This design comes from an exercise in tuning for small area on the open sky130 flow, not from production work. Only simulation tests tie the RTL to the original design; equivalence was not proved. Power and IR drop assume default switching activity.

==> trial 2: inputs <==
==> flow/design.v (excerpt) <==
module execute
#(
	parameter [31:0] RESET = 32'h0000_0000
)
(
	input clk,
	input reset,
	input  [31:0] reg_rdata1,
	input  [31:0] reg_rdata2,
	input  [31:0] execute_imm,
	input  [31:0] pc,
	input  [31:0] fetch_pc,
	input     	immediate_sel,
	input     	mem_write,
	input     	jal,
	input     	jalr,
	input     	lui,
	input     	alu,
	input     	branch,
	input     	arithsubtype,
	input     	mem_to_reg,
	input     	stall_read,
	input  [4:0]  dest_reg_sel,
	input  [2:0]  alu_op,
	input  [1:0]  dmem_raddr,
	input     	wb_branch_i,
	input     	wb_branch_nxt_i,
	output [31:0] alu_operand1,
	output [31:0] alu_operand2,
	output [31:0] write_address,
	output    	branch_stall,
	output [31:0] next_pc,
	output    	branch_taken,
	output reg [31:0] wb_result,
	output reg    	wb_mem_write,
	output reg    	wb_alu_to_reg,
	output reg [4:0]  wb_dest_reg_sel,
	output reg    	wb_branch,
	output reg    	wb_branch_nxt,
	output reg    	wb_mem_to_reg,
	output reg [1:0]  wb_read_address,
	output reg [2:0]  mem_alu_operation
);
clock: 12.0 ns
lec_check: 0
cap_margin: 20
core_margin: 2
core_utilization: 40
cts_buf_list: sky130_fd_sc_hd__clkbuf_8
slew_margin: 20
synth_hierarchical: 1
standard.sh (not shown) runs the stock make flow with config.mk's settings and CLKGATE_MAP_FILE= SYNTH_SCRIPT=/design/flow/synth_recipe.tcl, a recipe that flattens the netlist after the stock synthesis.
==> flow/flow/run.sh <==
#!/bin/bash
# Standard ORFS layout, with the port buffers made from the smallest buffer
# cell (buf_1) instead of the one buffer_ports picks by default.
set -euo pipefail
export BUFFER_PORTS_ARGS="-buffer_cell sky130_fd_sc_hd__buf_1"
bash standard.sh > standard_flow.log 2>&1
==> build 82 (differences from trial 2) <==
--- a/flow/design.v
+++ b/flow/design.v
@@ -80,16 +80,16 @@
 	g_a22o u (.a1(imm[gi]), .a2(isel), .b1(reg_rdata2[gi]), .b2(nisel), .y(b[gi]));
 end endgenerate
 assign alu_operand1 = a;
 assign alu_operand2 = b;
 assign branch_stall = wb_branch_i | wb_branch_nxt_i;
 wire [31:0] addr_sum;
-add32 #(.B1(11), .B2(19), .B3(27)) u_addr (.x(a), .y(imm), .s(addr_sum));
+add32 #(.B1(10), .B2(18), .B3(26)) u_addr (.x(a), .y(imm), .s(addr_sum));
 assign write_address = addr_sum;
 wire [31:0] target;
-add32 #(.B1(11), .B2(19), .B3(27)) u_target (.x(pc), .y(imm), .s(target));
+add32 #(.B1(10), .B2(18), .B3(26)) u_target (.x(pc), .y(imm), .s(target));
 wire        jump  = jal | jalr;
 wire        njump = ~jump;
 wire [29:0] inc_in;
 generate for (gi = 0; gi < 30; gi = gi + 1) begin : g_incin
 	g_a22o u (.a1(pc[gi + 2]), .a2(jump), .b1(fetch_pc[gi + 2]), .b2(njump), .y(inc_in[gi]));
 end endgenerate
@@ -102,14 +102,13 @@
 generate for (gi = 0; gi < 32; gi = gi + 1) begin : g_suby
 	g_xor2 u (.a(b[gi]), .b(sub), .y(y[gi]));
 end endgenerate
 wire [31:0] alu_sum;
 wire        alu_co;
 wire        alu_ones;
-wire [31:0] alu_p, alu_g;
-add32c u_alu (.x(a), .y(y), .ci(sub), .s(alu_sum), .co(alu_co), .ones(alu_ones), .p(alu_p), .g(alu_g));
+add32c u_alu (.x(a), .y(y), .ci(sub), .s(alu_sum), .co(alu_co), .ones(alu_ones));
 wire ltu = ~alu_co;
 wire lt  = ~(a[31] ^ b[31]) ^ alu_co;
 wire eq  = alu_ones;
 wire cmp  = alu_op[2] ? (alu_op[1] ? ltu : lt) : eq;
 wire cond = cmp ^ alu_op[0];
 wire take = jal | (branch & cond);
@@ -159,15 +158,14 @@
 wire hold    = stall_read;
 wire tX      = is_op & ((alu_op == XOR) | (alu_op == OR));
 wire tG      = is_op & ((alu_op == AND) | (alu_op == OR));
 wire tB      = en & mem_write;
 wire [31:0] d_result;
 generate for (gi = 0; gi < 32; gi = gi + 1) begin : g_res
-	wire x = alu_p[gi];
-	wire g = alu_g[gi];
-	wire n1, n2, n3;
+	wire x, g, n1, n2, n3;
+	g_ha     uh (.a(a[gi]), .b(b[gi]), .s(x), .co(g));
 	g_a222oi u1 (.a1(alu_sum[gi]), .a2(selA), .b1(shr[gi]), .b2(selSR), .c1(shr[31 - gi]), .c2(selSL), .y(n1));
 	g_a222oi u2 (.a1(link_pc[gi]), .a2(selJ), .b1(imm[gi]), .b2(selU), .c1(wb_result[gi]), .c2(hold), .y(n2));
 	g_a222oi u3 (.a1(x), .a2(tX), .b1(g), .b2(tG), .c1(b[gi]), .c2(tB), .y(n3));
 	if (gi == 0) begin : g_slt
 		wire n4 = ~((lt & selSLT) | (ltu & selSLTU));
 		g_nand4 un (.a(n1), .b(n2), .c(n3), .d(n4), .y(d_result[gi]));
@@ -242,45 +240,35 @@
 module add32c (
 	input  [31:0] x,
 	input  [31:0] y,
 	input         ci,
 	output [31:0] s,
 	output        co,
-	output        ones,
-	output [31:0] p,
-	output [31:0] g
+	output        ones
 );
 	wire [31:0] s0;
 	wire [32:0] c;
 	wire [4:0]  cb;
 	wire [3:1]  bo;
 	wire [32:0] t;
 	genvar k, j;
-	generate for (j = 0; j < 32; j = j + 1) begin : g_pg
-		g_ha u (.a(x[j]), .b(y[j]), .s(p[j]), .co(g[j]));
-	end endgenerate
 	assign c[0] = ci;
 	generate for (j = 0; j < 8; j = j + 1) begin : g_b0
-		wire g2;
-		g_ha uh (.a(p[j]), .b(c[j]), .s(s[j]), .co(g2));
-		g_or2 uo (.a(g[j]), .b(g2), .y(c[j+1]));
+		g_fa uf (.a(x[j]), .b(y[j]), .c(c[j]), .s(s[j]), .co(c[j+1]));
 	end endgenerate
 	assign cb[1] = c[8];
 	wire z0, z1, z2, z3, nz;
 	g_nor2  uz0 (.a(s[0]), .b(s[1]), .y(z0));
 	g_nor2  uz1 (.a(s[2]), .b(s[3]), .y(z1));
 	g_nor2  uz2 (.a(s[4]), .b(s[5]), .y(z2));
 	g_nor2  uz3 (.a(s[6]), .b(s[7]), .y(z3));
 	g_nand4 uzn (.a(z0), .b(z1), .c(z2), .d(z3), .y(nz));
 	generate for (k = 1; k < 4; k = k + 1) begin : g_blk
-		assign s0[8*k]  = p[8*k];
-		assign c[8*k+1] = g[8*k];
+		g_ha uh (.a(x[8*k]), .b(y[8*k]), .s(s0[8*k]), .co(c[8*k+1]));
 		for (j = 1; j < 8; j = j + 1) begin : g_fa
-			wire g2;
-			g_ha uh (.a(p[8*k+j]), .b(c[8*k+j]), .s(s0[8*k+j]), .co(g2));
-			g_or2 uo (.a(g[8*k+j]), .b(g2), .y(c[8*k+j+1]));
+			g_fa uf (.a(x[8*k+j]), .b(y[8*k+j]), .c(c[8*k+j]), .s(s0[8*k+j]), .co(c[8*k+j+1]));
 		end
 		assign t[8*k] = cb[k];
 		for (j = 0; j < 7; j = j + 1) begin : g_i
 			g_ha ui (.a(s0[8*k+j]), .b(t[8*k+j]), .s(s[8*k+j]), .co(t[8*k+j+1]));
 		end
 		g_xor2 ux (.a(s0[8*k+7]), .b(t[8*k+7]), .y(s[8*k+7]));
@@ -321,15 +309,12 @@
 module g_nand4 (input a, input b, input c, input d, output y);
 	assign y = ~(a & b & c & d);
 endmodule
 module g_xor2 (input a, input b, output y);
 	assign y = a ^ b;
 endmodule
-module g_or2 (input a, input b, output y);
-	assign y = a | b;
-endmodule
 module g_a21o (input a1, input a2, input b1, output y);
 	assign y = (a1 & a2) | b1;
 endmodule
 module g_a22o (input a1, input a2, input b1, input b2, output y);
 	assign y = (a1 & a2) | (b1 & b2);
 endmodule
Settings changed: CTS_CLUSTER_DIAMETER set to 100, CTS_CLUSTER_SIZE set to 30.
==> trial 88 (differences from trial 2) <==
--- a/flow/design.v
+++ b/flow/design.v
@@ -80,36 +80,31 @@
 	g_a22o u (.a1(imm[gi]), .a2(isel), .b1(reg_rdata2[gi]), .b2(nisel), .y(b[gi]));
 end endgenerate
 assign alu_operand1 = a;
 assign alu_operand2 = b;
 assign branch_stall = wb_branch_i | wb_branch_nxt_i;
 wire [31:0] addr_sum;
-add32 #(.B1(11), .B2(19), .B3(27)) u_addr (.x(a), .y(imm), .s(addr_sum));
+add32 u_addr (.x(a), .y(imm), .s(addr_sum));
 assign write_address = addr_sum;
 wire [31:0] target;
-add32 #(.B1(11), .B2(19), .B3(27)) u_target (.x(pc), .y(imm), .s(target));
-wire        jump  = jal | jalr;
-wire        njump = ~jump;
-wire [29:0] inc_in;
-generate for (gi = 0; gi < 30; gi = gi + 1) begin : g_incin
-	g_a22o u (.a1(pc[gi + 2]), .a2(jump), .b1(fetch_pc[gi + 2]), .b2(njump), .y(inc_in[gi]));
-end endgenerate
-wire [29:0] inc_out;
-inc30_fast u_seq (.x(inc_in), .s(inc_out));
-wire [31:0] seq_pc  = {inc_out, fetch_pc[1:0]};
-wire [31:0] link_pc = {inc_out, pc[1:0]};
+add32 u_target (.x(pc), .y(imm), .s(target));
+wire [29:0] seq_hi;
+inc30_fast u_seq (.x(fetch_pc[31:2]), .s(seq_hi));
+wire [31:0] seq_pc = {seq_hi, fetch_pc[1:0]};
+wire [29:0] link_hi;
+inc30_slow u_link (.x(pc[31:2]), .s(link_hi));
+wire [31:0] link_pc = {link_hi, pc[1:0]};
 wire        sub = branch | (~alu_op[2] & (alu_op[1] | arithsubtype));
 wire [31:0] y;
 generate for (gi = 0; gi < 32; gi = gi + 1) begin : g_suby
 	g_xor2 u (.a(b[gi]), .b(sub), .y(y[gi]));
 end endgenerate
 wire [31:0] alu_sum;
 wire        alu_co;
 wire        alu_ones;
-wire [31:0] alu_p, alu_g;
-add32c u_alu (.x(a), .y(y), .ci(sub), .s(alu_sum), .co(alu_co), .ones(alu_ones), .p(alu_p), .g(alu_g));
+add32c u_alu (.x(a), .y(y), .ci(sub), .s(alu_sum), .co(alu_co), .ones(alu_ones));
 wire ltu = ~alu_co;
 wire lt  = ~(a[31] ^ b[31]) ^ alu_co;
 wire eq  = alu_ones;
 wire cmp  = alu_op[2] ? (alu_op[1] ? ltu : lt) : eq;
 wire cond = cmp ^ alu_op[0];
 wire take = jal | (branch & cond);
@@ -151,31 +146,36 @@
 wire is_op   = en & alu;
 wire selA    = is_op & (alu_op == ADD);
 wire selSR   = is_op & (alu_op == SR);
 wire selSL   = is_op & (alu_op == SLL);
 wire selSLT  = is_op & (alu_op == SLT);
 wire selSLTU = is_op & (alu_op == SLTU);
-wire selJ    = en & jump;
+wire selJ    = en & (jal | jalr);
 wire selU    = en & lui;
 wire hold    = stall_read;
-wire tX      = is_op & ((alu_op == XOR) | (alu_op == OR));
-wire tG      = is_op & ((alu_op == AND) | (alu_op == OR));
-wire tB      = en & mem_write;
+wire opXOR   = is_op & (alu_op == XOR);
+wire opOR    = is_op & (alu_op == OR);
+wire opAND   = is_op & (alu_op == AND);
+wire opST    = en & mem_write;
+wire [3:0] t;
+assign t[0] = 1'b0;
+assign t[1] = opXOR | opOR;
+assign t[2] = opXOR | opOR | opST;
+assign t[3] = opOR | opAND | opST;
+wire [3:0] nt = ~t;
 wire [31:0] d_result;
 generate for (gi = 0; gi < 32; gi = gi + 1) begin : g_res
-	wire x = alu_p[gi];
-	wire g = alu_g[gi];
-	wire n1, n2, n3;
+	wire n1, n2, nl;
 	g_a222oi u1 (.a1(alu_sum[gi]), .a2(selA), .b1(shr[gi]), .b2(selSR), .c1(shr[31 - gi]), .c2(selSL), .y(n1));
 	g_a222oi u2 (.a1(link_pc[gi]), .a2(selJ), .b1(imm[gi]), .b2(selU), .c1(wb_result[gi]), .c2(hold), .y(n2));
-	g_a222oi u3 (.a1(x), .a2(tX), .b1(g), .b2(tG), .c1(b[gi]), .c2(tB), .y(n3));
+	g_mux4   um (.a0(nt[0]), .a1(nt[1]), .a2(nt[2]), .a3(nt[3]), .s0(a[gi]), .s1(b[gi]), .y(nl));
 	if (gi == 0) begin : g_slt
-		wire n4 = ~((lt & selSLT) | (ltu & selSLTU));
-		g_nand4 un (.a(n1), .b(n2), .c(n3), .d(n4), .y(d_result[gi]));
+		wire n3 = ~((lt & selSLT) | (ltu & selSLTU));
+		g_nand4 un (.a(n1), .b(n2), .c(nl), .d(n3), .y(d_result[gi]));
 	end else begin : g_nslt
-		g_nand3 un (.a(n1), .b(n2), .c(n3), .y(d_result[gi]));
+		g_nand3 un (.a(n1), .b(n2), .c(nl), .y(d_result[gi]));
 	end
 end endgenerate
 wire [14:0] ctl_q = {wb_mem_write, wb_alu_to_reg, wb_dest_reg_sel, wb_branch, wb_branch_nxt,
                      wb_mem_to_reg, wb_read_address, mem_alu_operation};
 wire [14:0] ctl_new = {mem_write & ~branch_stall, alu | lui | jal | jalr | mem_to_reg, dest_reg_sel,
                        branch_taken, wb_branch, mem_to_reg, dmem_raddr, alu_op};
@@ -199,88 +199,66 @@
 		wb_result <= d_result;
 		{wb_mem_write, wb_alu_to_reg, wb_dest_reg_sel, wb_branch, wb_branch_nxt,
 		 wb_mem_to_reg, wb_read_address, mem_alu_operation} <= ctl_d;
 	end
 end
 endmodule
-module add32 #(parameter B1 = 8, parameter B2 = 16, parameter B3 = 24) (
+module add32 (
 	input  [31:0] x,
 	input  [31:0] y,
 	output [31:0] s
 );
-	localparam [4*8-1:0] LO = {8'd32, B3[7:0], B2[7:0], B1[7:0]};
 	wire [31:0] s0;
 	wire [32:0] c;
 	wire [3:0]  cb;
+	wire [3:0]  ones;
 	wire [32:0] t;
-	g_ha uh0 (.a(x[0]), .b(y[0]), .s(s[0]), .co(c[1]));
 	genvar k, j;
-	generate for (j = 1; j < B1; j = j + 1) begin : g_b0
-		g_fa uf (.a(x[j]), .b(y[j]), .c(c[j]), .s(s[j]), .co(c[j+1]));
-	end endgenerate
-	assign cb[1] = c[B1];
-	generate for (k = 1; k < 4; k = k + 1) begin : g_blk
-		localparam integer L = (k == 1) ? B1 : (k == 2) ? B2 : B3;
-		localparam integer H = (k == 1) ? B2 : (k == 2) ? B3 : 32;
-		g_ha uh (.a(x[L]), .b(y[L]), .s(s0[L]), .co(c[L+1]));
-		for (j = L + 1; j < H; j = j + 1) begin : g_fa
-			g_fa uf (.a(x[j]), .b(y[j]), .c(c[j]), .s(s0[j]), .co(c[j+1]));
-		end
-		assign t[L] = cb[k];
-		for (j = L; j < H - 1; j = j + 1) begin : g_i
-			g_ha ui (.a(s0[j]), .b(t[j]), .s(s[j]), .co(t[j+1]));
+	generate for (k = 0; k < 4; k = k + 1) begin : g_blk
+		g_ha uh (.a(x[8*k]), .b(y[8*k]), .s(s0[8*k]), .co(c[8*k+1]));
+		for (j = 1; j < 8; j = j + 1) begin : g_fa
+			g_fa uf (.a(x[8*k+j]), .b(y[8*k+j]), .c(c[8*k+j]), .s(s0[8*k+j]), .co(c[8*k+j+1]));
 		end
-		g_xor2 ux (.a(s0[H-1]), .b(t[H-1]), .y(s[H-1]));
-		if (k < 3) begin : g_carry
-			wire n0, n1, ones;
-			g_nand4 ua (.a(s0[L]), .b(s0[L+1]), .c(s0[L+2]), .d(s0[L+3]), .y(n0));
-			g_nand4 ub (.a(s0[L+4]), .b(s0[L+5]), .c(s0[L+6]), .d(s0[L+7]), .y(n1));
-			g_nor2  uo (.a(n0), .b(n1), .y(ones));
-			g_a21o  uc (.a1(cb[k]), .a2(ones), .b1(c[H]), .y(cb[k+1]));
+		if (k == 0) begin : g_first
+			assign s[7:0] = s0[7:0];
+			assign cb[1] = c[8];
+		end else begin : g_inc
+			assign t[8*k] = cb[k];
+			for (j = 0; j < 7; j = j + 1) begin : g_i
+				g_ha ui (.a(s0[8*k+j]), .b(t[8*k+j]), .s(s[8*k+j]), .co(t[8*k+j+1]));
+			end
+			g_xor2 ux (.a(s0[8*k+7]), .b(t[8*k+7]), .y(s[8*k+7]));
+			if (k < 3) begin : g_carry
+				wire n0, n1;
+				g_nand4 ua (.a(s0[8*k]), .b(s0[8*k+1]), .c(s0[8*k+2]), .d(s0[8*k+3]), .y(n0));
+				g_nand4 ub (.a(s0[8*k+4]), .b(s0[8*k+5]), .c(s0[8*k+6]), .d(s0[8*k+7]), .y(n1));
+				g_nor2  uo (.a(n0), .b(n1), .y(ones[k]));
+				g_a21o  uc (.a1(cb[k]), .a2(ones[k]), .b1(c[8*k+8]), .y(cb[k+1]));
+			end
 		end
 	end endgenerate
 endmodule
 module add32c (
 	input  [31:0] x,
 	input  [31:0] y,
 	input         ci,
 	output [31:0] s,
 	output        co,
-	output        ones,
-	output [31:0] p,
-	output [31:0] g
+	output        ones
 );
 	wire [31:0] s0;
 	wire [32:0] c;
 	wire [4:0]  cb;
-	wire [3:1]  bo;
+	wire [3:0]  bo;
 	wire [32:0] t;
+	assign cb[0] = ci;
 	genvar k, j;
-	generate for (j = 0; j < 32; j = j + 1) begin : g_pg
-		g_ha u (.a(x[j]), .b(y[j]), .s(p[j]), .co(g[j]));
-	end endgenerate
-	assign c[0] = ci;
-	generate for (j = 0; j < 8; j = j + 1) begin : g_b0
-		wire g2;
-		g_ha uh (.a(p[j]), .b(c[j]), .s(s[j]), .co(g2));
-		g_or2 uo (.a(g[j]), .b(g2), .y(c[j+1]));
-	end endgenerate
-	assign cb[1] = c[8];
-	wire z0, z1, z2, z3, nz;
-	g_nor2  uz0 (.a(s[0]), .b(s[1]), .y(z0));
-	g_nor2  uz1 (.a(s[2]), .b(s[3]), .y(z1));
-	g_nor2  uz2 (.a(s[4]), .b(s[5]), .y(z2));
-	g_nor2  uz3 (.a(s[6]), .b(s[7]), .y(z3));
-	g_nand4 uzn (.a(z0), .b(z1), .c(z2), .d(z3), .y(nz));
-	generate for (k = 1; k < 4; k = k + 1) begin : g_blk
-		assign s0[8*k]  = p[8*k];
-		assign c[8*k+1] = g[8*k];
+	generate for (k = 0; k < 4; k = k + 1) begin : g_blk
+		g_ha uh (.a(x[8*k]), .b(y[8*k]), .s(s0[8*k]), .co(c[8*k+1]));
 		for (j = 1; j < 8; j = j + 1) begin : g_fa
-			wire g2;
-			g_ha uh (.a(p[8*k+j]), .b(c[8*k+j]), .s(s0[8*k+j]), .co(g2));
-			g_or2 uo (.a(g[8*k+j]), .b(g2), .y(c[8*k+j+1]));
+			g_fa uf (.a(x[8*k+j]), .b(y[8*k+j]), .c(c[8*k+j]), .s(s0[8*k+j]), .co(c[8*k+j+1]));
 		end
 		assign t[8*k] = cb[k];
 		for (j = 0; j < 7; j = j + 1) begin : g_i
 			g_ha ui (.a(s0[8*k+j]), .b(t[8*k+j]), .s(s[8*k+j]), .co(t[8*k+j+1]));
 		end
 		g_xor2 ux (.a(s0[8*k+7]), .b(t[8*k+7]), .y(s[8*k+7]));
@@ -288,19 +266,45 @@
 		g_nand4 ua (.a(s0[8*k]), .b(s0[8*k+1]), .c(s0[8*k+2]), .d(s0[8*k+3]), .y(n0));
 		g_nand4 ub (.a(s0[8*k+4]), .b(s0[8*k+5]), .c(s0[8*k+6]), .d(s0[8*k+7]), .y(n1));
 		g_nor2  uo (.a(n0), .b(n1), .y(bo[k]));
 		g_a21o  uc (.a1(cb[k]), .a2(bo[k]), .b1(c[8*k+8]), .y(cb[k+1]));
 	end endgenerate
 	assign co   = cb[4];
-	assign ones = ~nz & c[8] & bo[1] & bo[2] & bo[3];
+	assign ones = &bo;
 endmodule
 module inc30_fast (
 	input  [29:0] x,
 	output [29:0] s
 );
 	wire [30:0] t;
+	wire [2:0]  all8;
+	genvar k, j;
+	generate for (k = 0; k < 3; k = k + 1) begin : g_and8
+		wire n0, n1;
+		g_nand4 ua (.a(x[8*k]), .b(x[8*k+1]), .c(x[8*k+2]), .d(x[8*k+3]), .y(n0));
+		g_nand4 ub (.a(x[8*k+4]), .b(x[8*k+5]), .c(x[8*k+6]), .d(x[8*k+7]), .y(n1));
+		g_nor2  uo (.a(n0), .b(n1), .y(all8[k]));
+	end endgenerate
+	g_inv u0 (.a(x[0]), .y(s[0]));
+	assign t[1]  = x[0];
+	assign t[8]  = all8[0];
+	assign t[16] = all8[0] & all8[1];
+	assign t[24] = all8[0] & all8[1] & all8[2];
+	generate for (j = 1; j < 30; j = j + 1) begin : g_bit
+		if (j == 7 || j == 15 || j == 23 || j == 29) begin : g_last
+			g_xor2 ux (.a(x[j]), .b(t[j]), .y(s[j]));
+		end else begin : g_ha
+			g_ha uh (.a(x[j]), .b(t[j]), .s(s[j]), .co(t[j+1]));
+		end
+	end endgenerate
+endmodule
+module inc30_slow (
+	input  [29:0] x,
+	output [29:0] s
+);
+	wire [30:0] t;
 	g_inv u0 (.a(x[0]), .y(s[0]));
 	assign t[1] = x[0];
 	genvar j;
 	generate for (j = 1; j < 30; j = j + 1) begin : g_bit
 		if (j == 29) begin : g_last
 			g_xor2 ux (.a(x[j]), .b(t[j]), .y(s[j]));
@@ -321,27 +325,27 @@
 module g_nand4 (input a, input b, input c, input d, output y);
 	assign y = ~(a & b & c & d);
 endmodule
 module g_xor2 (input a, input b, output y);
 	assign y = a ^ b;
 endmodule
-module g_or2 (input a, input b, output y);
-	assign y = a | b;
-endmodule
 module g_a21o (input a1, input a2, input b1, output y);
 	assign y = (a1 & a2) | b1;
 endmodule
 module g_a22o (input a1, input a2, input b1, input b2, output y);
 	assign y = (a1 & a2) | (b1 & b2);
 endmodule
 module g_o22ai (input a1, input a2, input b1, input b2, output y);
 	assign y = ~((a1 | a2) & (b1 | b2));
 endmodule
 module g_a222oi (input a1, input a2, input b1, input b2, input c1, input c2, output y);
 	assign y = ~((a1 & a2) | (b1 & b2) | (c1 & c2));
 endmodule
+module g_mux4 (input a0, input a1, input a2, input a3, input s0, input s1, output y);
+	assign y = s1 ? (s0 ? a3 : a2) : (s0 ? a1 : a0);
+endmodule
 module g_ha (input a, input b, output s, output co);
 	assign s  = a ^ b;
 	assign co = a & b;
 endmodule
 module g_fa (input a, input b, input c, output s, output co);
 	assign s  = a ^ b ^ c;
Settings changed: CTS_BUF_LIST sky130_fd_sc_hd__clkbuf_8 to not set.
==> comparison <==
Core utilization, highest first: build 82, trial 2, trial 88.
Synthesized cell count, lowest first: build 82, trial 88, trial 2.
Of trial 88 and trial 2, trial 2 has the higher sequential share of layout area (gap 0.53 points).
Setup slack: trial 88 > trial 2 > build 82.
Against build 82, the combinational power of trial 88 is lower by about 3%.
Cell count: trial 88 > trial 2 > build 82.
In build 82 the register-to-register slack is lower than in trial 88, by 0.03 ns.
Against trial 88, the maximum frequency of trial 2 is lower by 0.72%.
Of trial 88 and trial 2, trial 2 has the higher wire length (gap about 8%, measured against trial 2).

==> afterwards: timing with drivers on the ports <==
The flow's constraints put no driver on any port. The routed layouts listed below were extracted and timed again, unchanged, in two steps. Step 1: set_driving_cell puts a clkbuf_16 on clk and a buf_2 on each other input, an assumption about the parent block. Step 2, shift: input delay + t, output delay - t, t = (earliest + latest rising clock arrival at the registers) / 2. This alone moves slack from input paths to output paths. a / b / c = ideal / step 1 / step 2; a / b = the first two.
run | t (ns) | setup slack, ns | hold slack, ns | clock arrival spread, ns | worst data-port slew with drivers (ns)
trial 2 | 0.373 | 0.316 / 0.293 / 0.293 | 0.520 / 0.520 / 0.520 | 0.014 / 0.014 | 0.09
build 82 | 0.367 | 0.289 / 0.266 / 0.266 | 0.525 / 0.525 / 0.525 | 0.011 / 0.011 | 0.08
trial 88 | 0.349 | 0.400 / 0.380 / 0.380 | 0.518 / 0.518 / 0.518 | 0.010 / 0.010 | 0.05
After both steps every run listed still meets setup and hold.
